What follows belongs to an exercise in optimizing a design on an open flow for small area, a short achievable clock period and few clock cycles; a production flow would make more cautious choices. Function was checked by simulation only, so behaviour that the tests miss may differ from the original.

==> flow/design.v <==
`timescale 1ns / 1ps
module CPU(
        input clk,
        input resetn,
        output [13:0] imem_addr,
        input  [31:0] imem_rdata,
        output [13:0] dmem_addr,
        output [31:0] dmem_wdata,
        output        dmem_wen,
        input  [31:0] dmem_rdata,
        output [31:0] debug_wb_pc ,
        output        debug_wb_rf_wen ,
        output [4 :0] debug_wb_rf_addr,
        output [31:0] debug_wb_rf_wdata
        );
    reg  [13:0] pc;          
    reg         fv;          
    reg  [31:0] ir;
    reg         ir_v;
    reg  [31:0] e_a, e_b;    
    reg         e_v, e_wr, e_ld, e_mz;
    reg  [4:0]  e_rd;
    reg  [4:0]  e_sh;
    reg         e_sub, e_arith, e_and, e_or, e_xor, e_pa, e_slt, e_sll;
    reg  [31:0] m_res;       
    reg         m_v, m_wen, m_ld;
    reg  [4:0]  m_rd;
    reg  [13:0] da;          
    reg         dwen;
    reg  [29:0] dbg_pc;
    reg         dbg_wen;
    reg  [4:0]  dbg_rd;
    reg  [31:0] dbg_data;
    reg  [31:0] regs [1:31];
    reg  [31:1] rv;          
    function [32:0] add32;
        input [31:0] a, b;
        input ci;
        reg [31:0] p, G, P, Gn, Pn;
        integer l, i, s;
        begin
            p = a ^ b;
            G = a & b;
            P = p;
            for (l = 0; l < 5; l = l + 1) begin
                Gn = G;
                Pn = P;
                for (i = 0; i < 32; i = i + 1)
                    if ((i >> l) & 1) begin
                        s = ((i >> l) << l) - 1;
                        Gn[i] = G[i] | (P[i] & G[s]);
                        Pn[i] = P[i] & P[s];
                    end
                G = Gn;
                P = Pn;
            end
            add32[0] = p[0] ^ ci;
            for (i = 1; i < 32; i = i + 1)
                add32[i] = p[i] ^ (G[i-1] | (P[i-1] & ci));
            add32[32] = G[31] | (P[31] & ci);
        end
    endfunction
    function [15:0] add16;
        input [15:0] a, b;
        reg [15:0] p, G, P, Gn, Pn;
        integer l, i, s;
        begin
            p = a ^ b;
            G = a & b;
            P = p;
            for (l = 0; l < 4; l = l + 1) begin
                Gn = G;
                Pn = P;
                for (i = 0; i < 16; i = i + 1)
                    if ((i >> l) & 1) begin
                        s = ((i >> l) << l) - 1;
                        Gn[i] = G[i] | (P[i] & G[s]);
                        Pn[i] = P[i] & P[s];
                    end
                G = Gn;
                P = Pn;
            end
            add16[0] = p[0];
            for (i = 1; i < 16; i = i + 1)
                add16[i] = p[i] ^ G[i-1];
        end
    endfunction
    function [29:0] inc30;
        input [29:0] x;
        integer i;
        begin
            inc30[0] = ~x[0];
            for (i = 1; i < 30; i = i + 1)
                inc30[i] = x[i] ^ (&(x | ~((30'd1 << i) - 30'd1)));
        end
    endfunction
    wire [5:0] in_op  = imem_rdata[31:26];
    wire [4:0] in_rs  = imem_rdata[25:21];
    wire [4:0] in_rt  = imem_rdata[20:16];
    wire in_r   = in_op == 6'h00;
    wire in_sto = in_op == 6'h2B;
    wire in_mem = (in_op == 6'h23) | in_sto;
    wire in_use_rs = in_r | in_mem;
    wire in_use_rt = (in_r & (imem_rdata[5:0] != 6'd0)) | in_sto;
    wire [4:0] ir_rd = ir[15:11];
    wire ir_ldo = ir[31:26] == 6'h23;
    wire ir_ld = ir_v & ir_ldo & (ir_rd != 5'd0);
    wire ir_wr = ir_v & (((ir[31:26] == 6'h00) & (ir[25:0] != 26'd0)) | ir_ldo) & (ir_rd != 5'd0);
    wire use_ir  = (in_use_rs & (in_rs == ir_rd)) | (in_use_rt & (in_rt == ir_rd));
    wire base_ir = in_mem & (in_rs == ir_rd);
    wire base_e  = in_mem & e_wr & e_ld & (e_rd != 5'd0) & (in_rs == e_rd);
    wire need2 = ir_ld & base_ir;
    wire need1 = (ir_ld & use_ir) | (ir_wr & base_ir) | base_e;
    reg  [1:0] scnt;         
    wire stall = scnt != 2'd0;
    wire hold_pc = stall ? scnt[1] : (need1 | need2);
    wire [29:0] pc_inc30 = inc30({16'd0, pc});
    wire [13:0] pc_inc = pc_inc30[13:0];
    always @(posedge clk or negedge resetn) begin
        if (!resetn) begin
            fv    <= 1'b0;
            scnt  <= 2'd0;
            ir_v  <= 1'b0;
        end else begin
            fv    <= 1'b1;
            if (stall) scnt <= scnt - 2'd1;
            else       scnt <= need2 ? 2'd2 : need1 ? 2'd1 : 2'd0;
            if (!stall) ir_v <= fv;
        end
    end
    always @(posedge clk) begin
        if (!resetn)       pc <= 14'd0;
        else if (!hold_pc) pc <= pc_inc;
    end
    always @(posedge clk) if (!stall) ir <= imem_rdata;
    assign imem_addr = pc;
    wire [4:0] rs = ir[25:21];
    wire [4:0] rt = ir[20:16];
    wire [4:0] rd = ir[15:11];
    wire [5:0] op = ir[31:26];
    wire [10:0] fn = ir[10:0];
    wire isR = (op == 6'h00) & (ir[25:0] != 26'd0);
    wire isL = op == 6'h23;
    wire isS = op == 6'h2B;
    wire f_sub = fn == 11'h022;
    wire f_and = fn == 11'h024;
    wire f_or  = fn == 11'h025;
    wire f_xor = fn == 11'h026;
    wire f_mz  = fn == 11'h00A;
    wire f_slt = fn == 11'h02A;
    wire f_sll = ir[5:0] == 6'd0;
    reg [31:0] rfa, rfb;
    integer k;
    always @* begin
        rfa = 32'd0;
        rfb = 32'd0;
        for (k = 1; k < 32; k = k + 1) begin
            rfa = rfa | ({32{(rs == k) & rv[k]}} & regs[k]);
            rfb = rfb | ({32{(rt == k) & rv[k]}} & regs[k]);
        end
    end
    wire [31:0] bx = e_b ^ {32{e_sub}};
    wire [32:0] sum = add32(e_a, bx, e_sub);
        wire [31:0] alu = ({32{e_arith}} & sum[31:0]) |
                      ({32{e_and}}   & (e_a & e_b)) |
                      ({32{e_or}}    & (e_a | e_b)) |
                      ({32{e_xor}}   & (e_a ^ e_b)) |
                      ({32{e_pa}}    & e_a) |
                      ({32{e_slt}}   & {31'd0, ~sum[32]}) |
                      ({32{e_sll}}   & (e_a << e_sh));
    wire e_wen = e_v & e_wr & (~e_mz | (e_b == 32'd0));
    wire [31:0] wdata = m_ld ? dmem_rdata : m_res;
    wire fea = e_wen & (e_rd == rs) & (rs != 5'd0);
    wire feb = e_wen & (e_rd == rt) & (rt != 5'd0);
    wire fwa = m_wen & (m_rd == rs) & (rs != 5'd0);
    wire fwb = m_wen & (m_rd == rt) & (rt != 5'd0);
    wire [31:0] opa = fea ? alu : fwa ? wdata : rfa;
    wire [31:0] opb = feb ? alu : fwb ? wdata : rfb;
    wire [15:0] imm = isS ? ir[15:0] : {ir[20:16], ir[10:0]};
    wire [15:0] base = fwa ? m_res[15:0] : rfa[15:0];
    wire [15:0] addr = add16(base, imm);
    wire go = ir_v & ~stall;
    always @(posedge clk) begin
        e_a   <= opa;
        e_b   <= opb;
        e_rd  <= rd;
        e_sh  <= ir[10:6];
        e_sub <= f_sub | f_slt;
        e_arith <= ~(f_and | f_or | f_xor | f_mz | f_slt | f_sll);
        e_and <= f_and;
        e_or  <= f_or;
        e_xor <= f_xor;
        e_pa  <= f_mz;
        e_slt <= f_slt;
        e_sll <= f_sll;
        e_mz  <= isR & f_mz;
        e_ld  <= isL;
        da    <= addr[15:2];
        m_res <= alu;
        m_rd  <= e_rd;
        m_ld  <= e_ld;
        dwen  <= go & isS;
    end
    always @(posedge clk or negedge resetn) begin
        if (!resetn) begin
            e_v   <= 1'b0;
            e_wr  <= 1'b0;
            m_v   <= 1'b0;
            m_wen <= 1'b0;
        end else begin
            e_v   <= go;
            e_wr  <= go & (isR | isL);
            m_v   <= e_v;
            m_wen <= e_wen;
        end
    end
    assign dmem_addr  = da;
    assign dmem_wdata = e_b;
    assign dmem_wen   = dwen;
    always @(posedge clk) begin
        if (m_wen && m_rd != 5'd0) regs[m_rd] <= wdata;
        dbg_rd   <= m_rd;
        dbg_data <= wdata;
    end
    always @(posedge clk or negedge resetn) begin
        if (!resetn) begin
            rv      <= 31'd0;
        end else begin
            if (m_wen && m_rd != 5'd0) rv[m_rd] <= 1'b1;
        end
    end
    always @(posedge clk) begin
        dbg_wen <= m_wen;
        if (!resetn)   dbg_pc <= 30'd0;
        else if (m_v)  dbg_pc <= inc30(dbg_pc);
    end
    assign debug_wb_pc       = {dbg_pc, 2'b00};
    assign debug_wb_rf_wen   = dbg_wen;
    assign debug_wb_rf_addr  = dbg_rd;
    assign debug_wb_rf_wdata = dbg_data;
endmodule
Settings: LEC_CHECK=0, CAP_MARGIN=20, CORE_MARGIN=2, CORE_UTILIZATION=55, SLEW_MARGIN=20; clock period 16.0 ns.
standard.sh (not shown) runs the stock make flow with config.mk's settings and CLKGATE_MAP_FILE= SYNTH_SCRIPT=/design/flow/synth_recipe.tcl, a recipe that flattens the netlist after the stock synthesis.
==> flow/flow/run.sh <==
#!/bin/bash
# Standard ORFS layout (the standard.sh) with the timing repair asked
# to leave SETUP_SLACK_MARGIN ns of setup slack at the design's period.
set -euo pipefail
export SETUP_SLACK_MARGIN=11.6
bash standard.sh > standard_make.log 2>&1
Testbench counts at the start, summed over its fixed seeds: cycles 3,307.
Rerun with:
- CORE_UTILIZATION: 55 -> 45
Result: Non-clock buffer count grows by 11; global-route usage is lower by 8.8 points; die area is higher by 22%; utilization is lower by 12 points; design area barely changes.

==> re-timing with driven ports <==
The results above use ideal ports. As a check the final layouts listed here were re-extracted and re-timed, cells and wires unchanged.
Step 1 sets driving cells, clkbuf_16 on the clock port and buf_2 on the other inputs (assumed; they add their load-dependent delay and slew).
Step 2 adds t to the input delays and takes it off the output delays; t is the mean of the earliest and latest rising clock arrival at the registers after step 1. Input paths then give back, and output paths get back, about the clock's delay inside the block.
Three values: no drivers, after step 1, after step 2; two values: the first two.
run	t, ns	setup WS [ns]	clock arrival spread, ns	worst slew at a driven data input, ns	pins driven straight from the clock port
the first run	0.845	11.451 / 11.416 / 10.625	0.030 / 0.030	0.10	1
the second run	0.857	11.417 / 11.399 / 10.577	0.035 / 0.035	0.09	1
After both steps every run listed still meets setup and hold. The setup slack of the second run, which loses most, moves by -0.018 ns with the drivers and by -0.840 ns with both steps.
